Context: an optimization exercise on an open-source flow, tuned for small area. The choices shown serve that exercise and are no tape-out recipe. At most, simulation tests tie the RTL to the original design; equivalence was not proved.

==> inputs of 06-07 <==
==> flow/design.v (excerpt) <==
module RV32I_Core (
    input  logic        clk,
    input  logic        reset,
    input  logic [31:0] instrCode,
    output logic [31:0] instrMemAddr,
    output logic        dataWe,
    output logic [31:0] dataAddr,
    output logic [31:0] dataWData,
    input  logic [31:0] dataRData
);
    logic regFileWe, rs1En, immSel, immU, immS, pcImmU, pcImmJ, sub;
    logic branch, jal, jalr;
    logic selSum, selP, selG, selShift, selSlt, selPcImm, selPc4, selLoad;
    logic shLeft, shArith, sltU;
    ControlUnit U_ControlUnit (.*);
    DataPath U_DataPath (.*);
endmodule
Settings: LEC_CHECK=0, CAP_MARGIN=5, CORE_MARGIN=2, CORE_UTILIZATION=40, CTS_BUF_LIST=sky130_fd_sc_hd__clkbuf_4 sky130_fd_sc_hd__clkbuf_8, SLEW_MARGIN=5; clock period 11.0 ns.
standard.sh (not shown) runs the stock make flow with config.mk's settings and CLKGATE_MAP_FILE= SYNTH_SCRIPT=/design/flow/synth_recipe.tcl, a recipe that flattens the netlist after the stock synthesis.
==> flow/flow/run.sh <==
#!/bin/bash
# Layout flow: the standard ORFS flow, with two changes:
#  - ABC maps the logic with an area-recovering script (flow/abc_area.script)
#    instead of ORFS's delay-driven one;
#  - ports are buffered with buf_1 instead of the default buffer.
# Everything else (synthesis front end, registers, floorplan, PDN, CTS, routing)
# is ORFS's, run through the standard.sh.
set -euo pipefail
W=$PWD
rm -rf "$W/scripts_mod"
cp -r "$FLOW_HOME/scripts" "$W/scripts_mod"
cp "$W/flow/abc_area.script" "$W/scripts_mod/abc_speed.script"
bash "$W/standard.sh" SCRIPTS_DIR="$W/scripts_mod" \
    BUFFER_PORTS_ARGS="-buffer_cell sky130_fd_sc_hd__buf_1" \
    finish > "$W/orfs_make.log" 2>&1
==> flow/flow/abc_area.script <==
&get -n
&st
&dch -f
&nf -R 1000
&put
==> 03-20: changes against 06-07 <==
--- a/flow/design.v
+++ b/flow/design.v
@@ -14,11 +14,12 @@
     output logic        jal,
     output logic        jalr,
     output logic        selSum,      
     output logic        selP,        
     output logic        selG,        
-    output logic        selShift,
+    output logic        selShR,
+    output logic        selShL,
     output logic        selSlt,
     output logic        selPcImm,
     output logic        selPc4,
     output logic        selLoad,
     output logic        shLeft,
@@ -52,11 +53,12 @@
     assign jalr      = isJalr;
     wire aluOp = isOp;
     assign selSum   = isLui | aluOp & (f3 == 3'b000);
     assign selP     = aluOp & (f3 == 3'b100 | f3 == 3'b110);
     assign selG     = aluOp & (f3 == 3'b111 | f3 == 3'b110);
-    assign selShift = aluOp & (f3[1:0] == 2'b01);
+    assign selShR   = aluOp & (f3 == 3'b101);
+    assign selShL   = aluOp & (f3 == 3'b001);
     assign selSlt   = aluOp & (f3[2:1] == 2'b01);
     assign selPcImm = isAuipc;
     assign selPc4   = isJ;
     assign selLoad  = isLoad;
     assign shLeft   = ~f3[2];
@@ -81,11 +83,12 @@
     input  logic        jal,
     input  logic        jalr,
     input  logic        selSum,
     input  logic        selP,
     input  logic        selG,
-    input  logic        selShift,
+    input  logic        selShR,
+    input  logic        selShL,
     input  logic        selSlt,
     input  logic        selPcImm,
     input  logic        selPc4,
     input  logic        selLoad,
     input  logic        shLeft,
@@ -131,17 +134,21 @@
     assign pcImm[4:1]   = pcImmU ? 4'b0 : (pcImmJ ? ins[24:21] : ins[11:8]);
     wire [31:0] b  = immSel ? imm : rs2;
     wire [31:0] bx = b ^ {32{sub}};
     logic [31:0] sum, p, g;
     logic        cout;
-    adder32 U_Adder (
-        .a   (rs1),
-        .b   (bx),
-        .cin (sub),
-        .sum (sum),
-        .p   (p),
-        .g   (g),
+    wire c1 = sub ? (rs1[0] | ~b[0]) : (rs1[0] & b[0]);
+    assign sum[0] = rs1[0] ^ b[0];
+    assign p[0]   = rs1[0] ^ bx[0];
+    assign g[0]   = rs1[0] & bx[0];
+    bk_add #(.N(31)) U_Adder (
+        .a   (rs1[31:1]),
+        .b   (bx[31:1]),
+        .cin (c1),
+        .sum (sum[31:1]),
+        .p   (p[31:1]),
+        .g   (g[31:1]),
         .cout(cout)
     );
     assign dataAddr = sum;
     wire ltu = ~cout;
     wire lts = ltu ^ rs1[31] ^ b[31];
@@ -162,17 +169,33 @@
         .shamt(b[4:0]),
         .left (shLeft),
         .arith(shArith),
         .y    (shOut)
     );
+    logic [31:0] shRev;
+    always_comb for (int i = 0; i < 32; i++) shRev[i] = shOut[31-i];
     logic [31:1] pcSum;
     logic [31:2] pcInc;
-    ripple_add31 U_PCAdd (
-        .a(pc),
-        .b(pcImm),
-        .y(pcSum)
+    logic [8:1] pcLo;
+    logic       pcC9;
+    ripple_add #(.N(8)) U_PCAddLo (
+        .a   (pc[8:1]),
+        .b   (pcImm[8:1]),
+        .y   (pcLo),
+        .cout(pcC9)
     );
+    logic [31:9] pcHi;
+    bk_add #(.N(23)) U_PCAddHi (
+        .a   (pc[31:9]),
+        .b   (pcImm[31:9]),
+        .cin (pcC9),
+        .sum (pcHi),
+        .p   (),
+        .g   (),
+        .cout()
+    );
+    assign pcSum = {pcHi, pcLo};
     incr30 U_PCInc (
         .a(pc[31:2]),
         .y(pcInc)
     );
     wire [31:0] pc4 = {pcInc, pc[1], 1'b0};
@@ -182,11 +205,11 @@
         else if (jalr) npc = sum[31:1];
         else npc = pc4[31:1];
     end
     wire slt = sltU ? ltu : lts;
     assign wd = ((({32{selSum}} & sum) | ({32{selP}} & p))
-               | (({32{selG}} & g) | ({32{selShift}} & shOut)))
+               | (({32{selG}} & g) | ({32{selShR}} & shOut) | ({32{selShL}} & shRev)))
               | ((({32{selPcImm}} & {pcSum, 1'b0}) | ({32{selPc4}} & pc4))
                | (({32{selLoad}} & dataRData) | {31'b0, selSlt & slt}));
 endmodule
 module RegisterFile (
     input  logic        clk,
@@ -226,41 +249,43 @@
         end
         RData1 = ((t1[0] | t1[1]) | (t1[2] | t1[3])) | ((t1[4] | t1[5]) | (t1[6] | t1[7])) | ((t1[8] | t1[9]) | t1[10]);
         RData2 = ((t2[0] | t2[1]) | (t2[2] | t2[3])) | ((t2[4] | t2[5]) | (t2[6] | t2[7])) | ((t2[8] | t2[9]) | t2[10]);
     end
 endmodule
-module adder32 (
-    input  logic [31:0] a,
-    input  logic [31:0] b,
-    input  logic        cin,
-    output logic [31:0] sum,
-    output logic [31:0] p,
-    output logic [31:0] g,
-    output logic        cout
+module bk_add #(
+    parameter int N = 32
+) (
+    input  logic [N-1:0] a,
+    input  logic [N-1:0] b,
+    input  logic         cin,
+    output logic [N-1:0] sum,
+    output logic [N-1:0] p,
+    output logic [N-1:0] g,
+    output logic         cout
 );
-    logic [31:0] G, P;
+    logic [N-1:0] G, P;
     assign p = a ^ b;
     assign g = a & b;
     always_comb begin
         G = g;
         P = p;
         G[0] = g[0] | (p[0] & cin);
-        for (int l = 0; l < 5; l++)
-            for (int i = 0; i < 32; i++)
+        for (int l = 0; (1 << l) < N; l++)
+            for (int i = 0; i < N; i++)
                 if ((i + 1) % (2 << l) == 0) begin
                     G[i] = G[i] | (P[i] & G[i-(1<<l)]);
                     P[i] = P[i] & P[i-(1<<l)];
                 end
-        for (int l = 3; l >= 0; l--)
-            for (int i = 0; i < 32; i++)
+        for (int l = 4; l >= 0; l--)
+            for (int i = 0; i < N; i++)
                 if (((i + 1) % (2 << l) == (1 << l)) && (i > (1 << l))) begin
                     G[i] = G[i] | (P[i] & G[i-(1<<l)]);
                     P[i] = P[i] & P[i-(1<<l)];
                 end
     end
-    assign sum  = p ^ {G[30:0], cin};
-    assign cout = G[31];
+    assign sum  = p ^ {G[N-2:0], cin};
+    assign cout = G[N-1];
 endmodule
 module shifter (
     input  logic [31:0] a,
     input  logic [ 4:0] shamt,
     input  logic        left,
@@ -272,24 +297,28 @@
     always_comb begin
         for (int i = 0; i < 32; i++) x[i] = left ? a[31-i] : a[i];
         fill = arith & ~left & a[31];
         for (int k = 0; k < 5; k++)
             if (shamt[k]) x = (x >> (1 << k)) | ({32{fill}} << (32 - (1 << k)));
-        for (int i = 0; i < 32; i++) y[i] = left ? x[31-i] : x[i];
+        y = x;
     end
 endmodule
-module ripple_add31 (
-    input  logic [31:1] a,
-    input  logic [31:1] b,
-    output logic [31:1] y
+module ripple_add #(
+    parameter int N = 16
+) (
+    input  logic [N-1:0] a,
+    input  logic [N-1:0] b,
+    output logic [N-1:0] y,
+    output logic         cout
 );
-    logic [31:1] c;
+    logic [N:0] c;
     always_comb begin
-        c[1] = 1'b0;
-        for (int i = 1; i < 31; i++) c[i+1] = (a[i] & b[i]) | (a[i] & c[i]) | (b[i] & c[i]);
-        for (int i = 1; i < 32; i++) y[i] = a[i] ^ b[i] ^ c[i];
+        c[0] = 1'b0;
+        for (int i = 0; i < N; i++) c[i+1] = (a[i] & b[i]) | (a[i] & c[i]) | (b[i] & c[i]);
+        for (int i = 0; i < N; i++) y[i] = a[i] ^ b[i] ^ c[i];
     end
+    assign cout = c[N];
 endmodule
 module incr30 (
     input  logic [31:2] a,
     output logic [31:2] y
 );
@@ -311,10 +340,10 @@
     output logic [31:0] dataWData,
     input  logic [31:0] dataRData
 );
     logic regFileWe, rs1En, immSel, immU, immS, pcImmU, pcImmJ, sub;
     logic branch, jal, jalr;
-    logic selSum, selP, selG, selShift, selSlt, selPcImm, selPc4, selLoad;
+    logic selSum, selP, selG, selShR, selShL, selSlt, selPcImm, selPc4, selLoad;
     logic shLeft, shArith, sltU;
     ControlUnit U_ControlUnit (.*);
     DataPath U_DataPath (.*);
 endmodule
==> flow/flow/run.sh (replaced) <==
#!/bin/bash
# Layout flow: the standard ORFS flow (standard.sh) with these changes:
#  - ABC maps the logic with an area-recovering script (flow/abc_area.script)
#    instead of ORFS's delay-driven one; the synthesis front end, and so the
#    registers and their names, are ORFS's own;
#  - ports are buffered with buf_1 instead of the default buffer;
#  - CTS uses clkbuf_16 with larger sink clusters and no dummy loads.
# Each tool's output goes to the ORFS logs under orfs/logs; make's own output
# goes to orfs_make.log in this folder.
set -euo pipefail
W=$PWD
rm -rf "$W/scripts_mod"
cp -r "$FLOW_HOME/scripts" "$W/scripts_mod"
cp "$W/flow/abc_area.script" "$W/scripts_mod/abc_speed.script"
bash "$W/standard.sh" SCRIPTS_DIR="$W/scripts_mod" \
    BUFFER_PORTS_ARGS="-buffer_cell sky130_fd_sc_hd__buf_1" \
    CTS_ARGS="-sink_clustering_enable -repair_clock_nets -dont_use_dummy_load -buf_list sky130_fd_sc_hd__clkbuf_16 -sink_clustering_size 30 -sink_clustering_max_diameter 100" \
    finish > "$W/orfs_make.log" 2>&1
--- a/flow/config.mk
+++ b/flow/config.mk
@@ -6,7 +6,7 @@
 export NUM_CORES = 4
 export LEC_CHECK = 0
 export CAP_MARGIN = 5
 export CORE_MARGIN = 2
 export CORE_UTILIZATION = 40
-export CTS_BUF_LIST = sky130_fd_sc_hd__clkbuf_4 sky130_fd_sc_hd__clkbuf_8
+export SETUP_SLACK_MARGIN = 0.25
 export SLEW_MARGIN = 5
==> metrics.yaml <==
nNonClkInverters: 44
arrival_ns: 8.43
synthTopCellsByCount: "edfxtp_1 (992), a222oi_1 (657), nor2_1 (251)"
setup_slack_ns: 0.3689
htree_levels: 2
p_clk_uw: 1850
grt_max_degree: 49
status: "timing/DRC/antenna clean"
power_switching_uw: 3169
power_frac_comb_pct: 28.9
synthDominantCellAreaShare_pct: 63.97
# the run above: 03-20

==> metrics.yaml <==
status: "failed layout checks"
violations: "setup timing"
arrival_ns: 13.47
p_clk_uw: 3330
synthTopCellsByCount: "edfxtp_1 (992), a222oi_1 (633), nor2_1 (242)"
setup_slack_ns: -1.871
grt_max_degree: 63
synthDominantCellAreaShare_pct: 64.07
finalSetupViolCount: 190
power_switching_uw: 3506
power_frac_comb_pct: 25.1
# the run above: 06-07

Only the layout flow was run in 06-07; the RTL was not checked for function there.

[static timing again, ports no longer ideal]
How much do the figures lean on ideal ports? The routed layouts below were timed once more, with nothing changed but the port constraints. Step 1 (the two cells are an assumption about what drives the block):
set clk [get_ports {clk}]
set_driving_cell -lib_cell sky130_fd_sc_hd__clkbuf_16 $clk
set_driving_cell -lib_cell sky130_fd_sc_hd__buf_2 [delete_from_list [all_inputs] $clk]
Step 2, shift: input delay + t, output delay - t, t = (earliest + latest rising clock arrival at the registers) / 2. This alone moves slack from input paths to output paths. Slacks: ideal / step 1 / step 2; pairs: ideal / step 1.
| run | t (ns) | setup slack, ns | slew at the worst register clock pin (ns) |
|---|---|---|---|
| 06-07 | 0.920 | -1.871 / -1.852 / -2.772 | 0.07 / 0.07 |
| 03-20 | 0.724 | 0.369 / 0.342 / 0.251 | 0.12 / 0.12 |
For 06-07, which loses most, drivers alone change the setup slack by +0.019 ns; drivers and shift together by -0.901 ns.
